This design comes from an exercise in tuning for small area and a short achievable clock period on the open sky130 flow, not from production work. Where RTL was checked, it was by simulation tests only, not by an equivalence proof against the original.

Setup of pine:
Design MACRegister, start of the top module:
module MACRegister(
    input clk,
    input rst,
    input [1:0] opcode,
    input [15:0] a,
    input [15:0] b,
    output [31:0] dataOut
    );
    reg [31:0] register;
    assign dataOut = register;
    wire [31:0] rt = ~register;
    wire pp0_0 = ~(a[0] & b[0]), pp0_1 = ~(a[0] & b[1]), pp0_2 = ~(a[0] & b[2]), pp0_3 = ~(a[0] & b[3]), pp0_4 = ~(a[0] & b[4]), pp0_5 = ~(a[0] & b[5]), pp0_6 = ~(a[0] & b[6]), pp0_7 = ~(a[0] & b[7]), pp0_8 = ~(a[0] & b[8]), pp0_9 = ~(a[0] & b[9]), pp0_10 = ~(a[0] & b[10]), pp0_11 = ~(a[0] & b[11]), pp0_12 = ~(a[0] & b[12]), pp0_13 = ~(a[0] & b[13]), pp0_14 = ~(a[0] & b[14]), pp0_15 = ~(a[0] & b[15]);
    wire pp1_0 = ~(a[1] & b[0]), pp1_1 = ~(a[1] & b[1]), pp1_2 = ~(a[1] & b[2]), pp1_3 = ~(a[1] & b[3]), pp1_4 = ~(a[1] & b[4]), pp1_5 = ~(a[1] & b[5]), pp1_6 = ~(a[1] & b[6]), pp1_7 = ~(a[1] & b[7]), pp1_8 = ~(a[1] & b[8]), pp1_9 = ~(a[1] & b[9]), pp1_10 = ~(a[1] & b[10]), pp1_11 = ~(a[1] & b[11]), pp1_12 = ~(a[1] & b[12]), pp1_13 = ~(a[1] & b[13]), pp1_14 = ~(a[1] & b[14]), pp1_15 = ~(a[1] & b[15]);
    wire pp2_0 = ~(a[2] & b[0]), pp2_1 = ~(a[2] & b[1]), pp2_2 = ~(a[2] & b[2]), pp2_3 = ~(a[2] & b[3]), pp2_4 = ~(a[2] & b[4]), pp2_5 = ~(a[2] & b[5]), pp2_6 = ~(a[2] & b[6]), pp2_7 = ~(a[2] & b[7]), pp2_8 = ~(a[2] & b[8]), pp2_9 = ~(a[2] & b[9]), pp2_10 = ~(a[2] & b[10]), pp2_11 = ~(a[2] & b[11]), pp2_12 = ~(a[2] & b[12]), pp2_13 = ~(a[2] & b[13]), pp2_14 = ~(a[2] & b[14]), pp2_15 = ~(a[2] & b[15]);
    wire pp3_0 = ~(a[3] & b[0]), pp3_1 = ~(a[3] & b[1]), pp3_2 = ~(a[3] & b[2]), pp3_3 = ~(a[3] & b[3]), pp3_4 = ~(a[3] & b[4]), pp3_5 = ~(a[3] & b[5]), pp3_6 = ~(a[3] & b[6]), pp3_7 = ~(a[3] & b[7]), pp3_8 = ~(a[3] & b[8]), pp3_9 = ~(a[3] & b[9]), pp3_10 = ~(a[3] & b[10]), pp3_11 = ~(a[3] & b[11]), pp3_12 = ~(a[3] & b[12]), pp3_13 = ~(a[3] & b[13]), pp3_14 = ~(a[3] & b[14]), pp3_15 = ~(a[3] & b[15]);
    wire pp4_0 = ~(a[4] & b[0]), pp4_1 = ~(a[4] & b[1]), pp4_2 = ~(a[4] & b[2]), pp4_3 = ~(a[4] & b[3]), pp4_4 = ~(a[4] & b[4]), pp4_5 = ~(a[4] & b[5]), pp4_6 = ~(a[4] & b[6]), pp4_7 = ~(a[4] & b[7]), pp4_8 = ~(a[4] & b[8]), pp4_9 = ~(a[4] & b[9]), pp4_10 = ~(a[4] & b[10]), pp4_11 = ~(a[4] & b[11]), pp4_12 = ~(a[4] & b[12]), pp4_13 = ~(a[4] & b[13]), pp4_14 = ~(a[4] & b[14]), pp4_15 = ~(a[4] & b[15]);
  ...
Settings: LEC_CHECK=0, CAP_MARGIN=20, CORE_MARGIN=2, CORE_UTILIZATION=40, SETUP_SLACK_MARGIN=1.0, SLEW_MARGIN=20, SYNTH_HIERARCHICAL=1, SYNTH_MINIMUM_KEEP_SIZE=0; clock period 19.0 ns.
standard.sh (not shown) runs the stock make flow with config.mk's settings and CLKGATE_MAP_FILE= SYNTH_SCRIPT=/design/flow/synth_recipe.tcl, a recipe that flattens the netlist after the stock synthesis.
==> flow/flow/run.sh <==
#!/bin/bash
# Standard ORFS layout, with the port buffers made of buf_2 cells instead of the default choice.
set -euo pipefail
bash standard.sh "BUFFER_PORTS_ARGS=-buffer_cell sky130_fd_sc_hd__buf_2" finish > make_finish.log 2>&1
--- input diff pine..birch ---
-- flow/design.v --
<<< pine, line 112
    wire s449, c450, s451, c452, s453, c454, s455, c456, s457, c458, s459, c460, s461, c462, s463, c464;
    wire s465, c466, s467, c468, s469, c470, s471, c472, s473, c474, s475, c476, s477, c478, s479, c480;
    wire s481, c482, s483, c484, s485, c486, s487, c488, s489, c490, s491, c492;
    HalfAdderN ha0(rt[12], pp0_12, s1, c2);
    FullAdder fa0(rt[13], pp0_13, pp10_3, s3, c4);
>>> birch, line 112
    wire s449, c450, s451, c452, s453, c454, s455, c456, s457, c458, s459, c460, s461, c462, s463, c464;
    wire s465, c466, s467, c468, s469, c470, s471, c472, s473, c474, s475, c476, s477, c478, s479, c480;
    HalfAdderN ha0(rt[12], pp0_12, s1, c2);
    FullAdder fa0(rt[13], pp0_13, pp10_3, s3, c4);
<<< pine, line 353
    FullAdder fa222(c364, s419, c418, s477, c478);
    FullAdder fa223(rt[30], pp15_15, c420, s479, c480);
    HalfAdderN ha16(rt[0], pp0_0, s481, c482);
    FullAdder fa224(pp1_0, c482, s421, s483, c484);
    FullAdder fa225(c422, c484, s423, s485, c486);
    FullAdder fa226(c424, s425, c486, s487, c488);
    FullAdder fa227(c426, s427, c488, s489, c490);
    FullAdder fa228(c428, s429, c490, s491, c492);
    wire [31:0] x = {c480, c478, c476, c474, c472, c470, c468, c466, c464, c462, c460, c458, c456, c454, c452, c450, c448, c446, c444, c442, c440, c438, c436, c434, c432, c430, s491, s489, s487, s485, s483, s481};
    wire [31:0] y = {rt[31], s479, s477, s475, s473, s471, s469, s467, s465, s463, s461, s459, s457, s455, s453, s451, s449, s447, s445, s443, s441, s439, s437, s435, s433, s431, 1'b1, 1'b1, 1'b1, 1'b1, 1'b1, 1'b1};
    wire [31:6] gn, tn, p;
    Nand2 u_g6(x[6], y[6], gn[6]);
    Nor2 u_t6(x[6], y[6], tn[6]);
>>> birch, line 352
    FullAdder fa222(c364, s419, c418, s477, c478);
    FullAdder fa223(rt[30], pp15_15, c420, s479, c480);
    wire [31:0] x = {c480, c478, c476, c474, c472, c470, c468, c466, c464, c462, c460, c458, c456, c454, c452, c450, c448, c446, c444, c442, c440, c438, c436, c434, c432, c430, c428, c426, c424, c422, s421, rt[0]};
    wire [31:0] y = {rt[31], s479, s477, s475, s473, s471, s469, s467, s465, s463, s461, s459, s457, s455, s453, s451, s449, s447, s445, s443, s441, s439, s437, s435, s433, s431, s429, s427, s425, s423, pp1_0, pp0_0};
    wire [31:0] gn, tn, p;
    Nand2 u_g0(x[0], y[0], gn[0]);
    Nor2 u_t0(x[0], y[0], tn[0]);
    Xor2 u_p0(x[0], y[0], p[0]);
    Nand2 u_g1(x[1], y[1], gn[1]);
    Nor2 u_t1(x[1], y[1], tn[1]);
    Xor2 u_p1(x[1], y[1], p[1]);
    Nand2 u_g2(x[2], y[2], gn[2]);
    Nor2 u_t2(x[2], y[2], tn[2]);
    Xor2 u_p2(x[2], y[2], p[2]);
    Nand2 u_g3(x[3], y[3], gn[3]);
    Nor2 u_t3(x[3], y[3], tn[3]);
    Xor2 u_p3(x[3], y[3], p[3]);
    Nand2 u_g4(x[4], y[4], gn[4]);
    Nor2 u_t4(x[4], y[4], tn[4]);
    Xor2 u_p4(x[4], y[4], p[4]);
    Nand2 u_g5(x[5], y[5], gn[5]);
    Nor2 u_t5(x[5], y[5], tn[5]);
    Xor2 u_p5(x[5], y[5], p[5]);
    Nand2 u_g6(x[6], y[6], gn[6]);
    Nor2 u_t6(x[6], y[6], tn[6]);
<<< pine, line 440
    Nor2 u_t31(x[31], y[31], tn[31]);
    Xor2 u_p31(x[31], y[31], p[31]);
    wire [31:6] g = ~gn, t = ~tn;
    wire [32:6] c;   
    assign c[6] = c492;
    genvar k;
    generate for (k = 6; k < 32; k = k + 1) begin : carries
        assign c[k + 1] = g[k] | (t[k] & c[k]);
    end endgenerate
    wire [31:0] st;
    assign st[5:0] = x[5:0];
    assign st[31:6] = p ^ c[31:6];
    always @ (posedge clk) begin
        if (rst)
>>> birch, line 451
    Nor2 u_t31(x[31], y[31], tn[31]);
    Xor2 u_p31(x[31], y[31], p[31]);
    wire [31:0] g = ~gn, t = ~tn;
    wire [32:0] c;   
    assign c[0] = 1'b1;
    genvar k;
    generate for (k = 0; k < 32; k = k + 1) begin : carries
        assign c[k + 1] = g[k] | (t[k] & c[k]);
    end endgenerate
    wire [31:0] st;
    assign st[31:0] = p ^ c[31:0];
    always @ (posedge clk) begin
        if (rst)
==> run notes <==
Re quantity of hold-fixing buffers added after cts: no difference whatsoever between birch and pine. The proportion of cell area occupied by registers on pine is in line with that on birch. Comparing pine and birch, die area is higher on birch. Worst setup path endpoint = register[27]: birch; worst setup path endpoint = register[21]: pine. pine → birch: worst setup slack after layout higher, fraction of layout instances using a drive strength above 1 lower. The clock-buffer cell count number comes out lower for pine vs birch. Compared with pine, in birch count of plain and timing-repair buffers fell by about 3%, initial core utilization shows an increase of 0.44 points. Fraction of synthesized area in multiplexers: pine and birch compared, lower one is birch.
No functional check of the RTL was part of any run of this note.

========
Setup of the baseline:
Another version of the RTL of MACRegister (not shown whole).
Size in the first run: ~1000 cells after synthesis, roughly 68 I/O pins, about 9200 um^2 of cells after synthesis.
clock: 19.0 ns
lec_check: 0
cap_margin: 20
core_margin: 2
core_utilization: 40
setup_slack_margin: 1.0
slew_margin: 20
synth_hierarchical: 1
synth_minimum_keep_size: 0
==> flow/flow/run.sh <==
#!/bin/bash
# Standard ORFS layout, with buf_2 port buffers, and timing repair aiming for 10 ns of
# setup slack at the design's clock period (i.e. a tighter internal target).
set -euo pipefail
bash standard.sh "BUFFER_PORTS_ARGS=-buffer_cell sky130_fd_sc_hd__buf_2" "SETUP_SLACK_MARGIN=10" finish > make_finish.log 2>&1
> inputs changed (the baseline -> the candidate)
diff --git a/flow/design.v b/flow/design.v
--- a/flow/design.v
+++ b/flow/design.v
@@ -104,20 +104,21 @@
     wire s321, c322, s323, c324, s325, c326, s327, c328, s329, c330, s331, c332, s333, c334, s335, c336;
     wire s337, c338, s339, c340, s341, c342, s343, c344, s345, c346, s347, c348, s349, c350, s351, c352;
     wire s353, c354, s355, c356, s357, c358, s359, c360, s361, c362, s363, c364, s365, c366, s367, c368;
     wire s369, c370, s371, c372, s373, c374, s375, c376, s377, c378, s379, c380, s381, c382, s383, c384;
     wire s385, c386, s387, c388, s389, c390, s391, c392, s393, c394, s395, c396, s397, c398, s399, c400;
     wire s401, c402, s403, c404, s405, c406, s407, c408, s409, c410, s411, c412, s413, c414, s415, c416;
     wire s417, c418, s419, c420, s421, c422, s423, c424, s425, c426, s427, c428, s429, c430, s431, c432;
     wire s433, c434, s435, c436, s437, c438, s439, c440, s441, c442, s443, c444, s445, c446, s447, c448;
     wire s449, c450, s451, c452, s453, c454, s455, c456, s457, c458, s459, c460, s461, c462, s463, c464;
     wire s465, c466, s467, c468, s469, c470, s471, c472, s473, c474, s475, c476, s477, c478, s479, c480;
+    wire s481, c482, s483, c484, s485, c486, s487, c488, s489, c490, s491, c492;
     HalfAdderN ha0(rt[12], pp0_12, s1, c2);
     FullAdder fa0(rt[13], pp0_13, pp10_3, s3, c4);
     HalfAdderN ha1(pp11_2, pp12_1, s5, c6);
     FullAdder fa1(rt[14], pp0_14, pp10_4, s7, c8);
     FullAdder fa2(pp11_3, pp12_2, pp13_1, s9, c10);
     HalfAdderN ha2(pp14_0, pp1_13, s11, c12);
     FullAdder fa3(rt[15], pp0_15, pp10_5, s13, c14);
     FullAdder fa4(pp11_4, pp12_3, pp13_2, s15, c16);
     FullAdder fa5(pp14_1, pp15_0, pp1_14, s17, c18);
     HalfAdderN ha3(pp2_13, pp3_12, s19, c20);
@@ -344,23 +345,31 @@
     FullAdder fa214(c334, s403, c402, s461, c462);
     FullAdder fa215(c338, s405, c404, s463, c464);
     FullAdder fa216(s345, c406, s407, s465, c466);
     FullAdder fa217(s349, c408, s409, s467, c468);
     FullAdder fa218(c350, s411, c410, s469, c470);
     FullAdder fa219(c354, s413, c412, s471, c472);
     FullAdder fa220(c358, c414, s415, s473, c474);
     FullAdder fa221(c362, s417, c416, s475, c476);
     FullAdder fa222(c364, s419, c418, s477, c478);
     FullAdder fa223(rt[30], pp15_15, c420, s479, c480);
-    wire [31:0] x = {c480, c478, c476, c474, c472, c470, c468, c466, c464, c462, c460, c458, c456, c454, c452, c450, c448, c446, c444, c442, c440, c438, c436, c434, c432, c430, c428, c426, c424, c422, s421, rt[0]};
-    wire [31:0] y = {rt[31], s479, s477, s475, s473, s471, s469, s467, s465, s463, s461, s459, s457, s455, s453, s451, s449, s447, s445, s443, s441, s439, s437, s435, s433, s431, s429, s427, s425, s423, pp1_0, pp0_0};
-    wire [31:0] st = x + y + 1'b1;
+    HalfAdderN ha16(rt[0], pp0_0, s481, c482);
+    FullAdder fa224(pp1_0, c482, s421, s483, c484);
+    FullAdder fa225(c422, c484, s423, s485, c486);
+    FullAdder fa226(c424, s425, c486, s487, c488);
+    FullAdder fa227(c426, s427, c488, s489, c490);
+    FullAdder fa228(c428, s429, c490, s491, c492);
+    wire [31:0] x = {c480, c478, c476, c474, c472, c470, c468, c466, c464, c462, c460, c458, c456, c454, c452, c450, c448, c446, c444, c442, c440, c438, c436, c434, c432, c430, s491, s489, s487, s485, s483, s481};
+    wire [31:0] y = {rt[31], s479, s477, s475, s473, s471, s469, s467, s465, s463, s461, s459, s457, s455, s453, s451, s449, s447, s445, s443, s441, s439, s437, s435, s433, s431, 1'b1, 1'b1, 1'b1, 1'b1, 1'b1, 1'b1};
+    wire [31:0] st;
+    assign st[5:0] = x[5:0];
+    assign st[31:6] = x[31:6] + y[31:6] + c492;
     always @ (posedge clk) begin
         if (rst)
             register <= 32'd0;
         else case (opcode)
             2'd1:  
                 register <= {a, b};
             2'd2:  
                 register <= ~st;
         endcase
     end
Going from the baseline to the candidate, cell count down 42, placement row count now smaller, data arrival time at the worst-slack endpoint picked up an extra 0.08 ns.
Compare the candidate and the baseline | fraction of the mapped netlist area in simple logic gates higher: the baseline
Looking at logic depth of the worst setup path including buffers, the candidate sits 3 below the baseline.
In terms of buffer share of cell area, the candidate and the baseline differ only marginally.
No functional check of the RTL was part of the baseline.

========
JK:
Starting RTL as in the previous note.
// MACRegister
module MACRegister(
    input clk,
    input rst,
    input [1:0] opcode,
    input [15:0] a,
    input [15:0] b,
    output [31:0] dataOut
    );
export LEC_CHECK = 0
export CAP_MARGIN = 20
export CORE_MARGIN = 2
export CORE_UTILIZATION = 40
export SETUP_SLACK_MARGIN = 1.0
export SLEW_MARGIN = 20
export SYNTH_HIERARCHICAL = 1
export SYNTH_MINIMUM_KEEP_SIZE = 0
create_clock -name core_clock -period 19.0 [get_ports {clk}]
==> flow/flow/run.sh <==
#!/bin/bash
# Standard ORFS layout, with the port buffers made of buf_2 cells instead of the default choice.
set -euo pipefail
bash standard.sh "BUFFER_PORTS_ARGS=-buffer_cell sky130_fd_sc_hd__buf_2" finish > make_finish.log 2>&1
Inputs modified between JK and MS:
--- a/flow/design.v
+++ b/flow/design.v
@@ -106,16 +106,17 @@
     wire s353, c354, s355, c356, s357, c358, s359, c360, s361, c362, s363, c364, s365, c366, s367, c368;
     wire s369, c370, s371, c372, s373, c374, s375, c376, s377, c378, s379, c380, s381, c382, s383, c384;
     wire s385, c386, s387, c388, s389, c390, s391, c392, s393, c394, s395, c396, s397, c398, s399, c400;
     wire s401, c402, s403, c404, s405, c406, s407, c408, s409, c410, s411, c412, s413, c414, s415, c416;
     wire s417, c418, s419, c420, s421, c422, s423, c424, s425, c426, s427, c428, s429, c430, s431, c432;
     wire s433, c434, s435, c436, s437, c438, s439, c440, s441, c442, s443, c444, s445, c446, s447, c448;
     wire s449, c450, s451, c452, s453, c454, s455, c456, s457, c458, s459, c460, s461, c462, s463, c464;
     wire s465, c466, s467, c468, s469, c470, s471, c472, s473, c474, s475, c476, s477, c478, s479, c480;
+    wire s481, c482, s483, c484, s485, c486, s487, c488, s489, c490, s491, c492;
     HalfAdderN ha0(rt[12], pp0_12, s1, c2);
     FullAdder fa0(rt[13], pp0_13, pp10_3, s3, c4);
     HalfAdderN ha1(pp11_2, pp12_1, s5, c6);
     FullAdder fa1(rt[14], pp0_14, pp10_4, s7, c8);
     FullAdder fa2(pp11_3, pp12_2, pp13_1, s9, c10);
     HalfAdderN ha2(pp14_0, pp1_13, s11, c12);
     FullAdder fa3(rt[15], pp0_15, pp10_5, s13, c14);
     FullAdder fa4(pp11_4, pp12_3, pp13_2, s15, c16);
@@ -346,19 +347,27 @@
     FullAdder fa216(s345, c406, s407, s465, c466);
     FullAdder fa217(s349, c408, s409, s467, c468);
     FullAdder fa218(c350, s411, c410, s469, c470);
     FullAdder fa219(c354, s413, c412, s471, c472);
     FullAdder fa220(c358, c414, s415, s473, c474);
     FullAdder fa221(c362, s417, c416, s475, c476);
     FullAdder fa222(c364, s419, c418, s477, c478);
     FullAdder fa223(rt[30], pp15_15, c420, s479, c480);
-    wire [31:0] x = {c480, c478, c476, c474, c472, c470, c468, c466, c464, c462, c460, c458, c456, c454, c452, c450, c448, c446, c444, c442, c440, c438, c436, c434, c432, c430, c428, c426, c424, c422, s421, rt[0]};
-    wire [31:0] y = {rt[31], s479, s477, s475, s473, s471, s469, s467, s465, s463, s461, s459, s457, s455, s453, s451, s449, s447, s445, s443, s441, s439, s437, s435, s433, s431, s429, s427, s425, s423, pp1_0, pp0_0};
-    wire [31:0] st = x + y + 1'b1;
+    HalfAdderN ha16(rt[0], pp0_0, s481, c482);
+    FullAdder fa224(pp1_0, c482, s421, s483, c484);
+    FullAdder fa225(c422, c484, s423, s485, c486);
+    FullAdder fa226(c424, s425, c486, s487, c488);
+    FullAdder fa227(c426, s427, c488, s489, c490);
+    FullAdder fa228(c428, s429, c490, s491, c492);
+    wire [31:0] x = {c480, c478, c476, c474, c472, c470, c468, c466, c464, c462, c460, c458, c456, c454, c452, c450, c448, c446, c444, c442, c440, c438, c436, c434, c432, c430, s491, s489, s487, s485, s483, s481};
+    wire [31:0] y = {rt[31], s479, s477, s475, s473, s471, s469, s467, s465, s463, s461, s459, s457, s455, s453, s451, s449, s447, s445, s443, s441, s439, s437, s435, s433, s431, 1'b1, 1'b1, 1'b1, 1'b1, 1'b1, 1'b1};
+    wire [31:0] st;
+    assign st[5:0] = x[5:0];
+    assign st[31:6] = x[31:6] + y[31:6] + c492;
     always @ (posedge clk) begin
         if (rst)
             register <= 32'd0;
         else case (opcode)
             2'd1:  
                 register <= {a, b};
             2'd2:  
                 register <= ~st;
## What came out
In the metrics for JK and MS, the one carrying the lower met1 layer usage reported by global route is JK. Per the final summary, MS finished and its layout is clean on timing, DRC and antenna. Relative to JK, the number of gates on the worst path with buffers counted of MS is lower by 1. NOTE: final period utilization in MS exceeds that of JK. Taking JK as the reference, in MS final worst slack moved down; number of pins with negative max-slew slack in the final report neither gained nor lost much.
For JK, only the layout was checked, not whether the RTL still works.

## port drivers added, routing unchanged
The flow's constraints put no driver on any port. The routed layouts listed below were extracted and timed again, unchanged, in two steps.
Step 1 sets driving cells, clkbuf_16 on the clock port and buf_2 on the other inputs (assumed; they add their load-dependent delay and slew).
Step 2 also shifts input and output timing later by t, the mid clock arrival at the registers, as if the neighbouring blocks saw the same clock.
a / b / c = no drivers / after step 1 / after step 2; a / b = the first two.
run | t (ns) | setup WS [ns] | latest minus earliest clock arrival (ns)
pine | 0.331 | 9.882 / 9.897 / 9.567 | 0.015 / 0.015
birch | 0.320 | 9.904 / 9.918 / 9.599 | 0.006 / 0.007
the baseline | 0.316 | 10.222 / 10.230 / 9.914 | 0.008 / 0.008
the candidate | 0.323 | 10.199 / 10.212 / 9.890 | 0.009 / 0.009
JK | 0.316 | 9.978 / 9.990 / 9.674 | 0.010 / 0.010
MS | 0.329 | 9.881 / 9.894 / 9.566 | 0.007 / 0.007
After both steps every run listed still meets setup and hold.
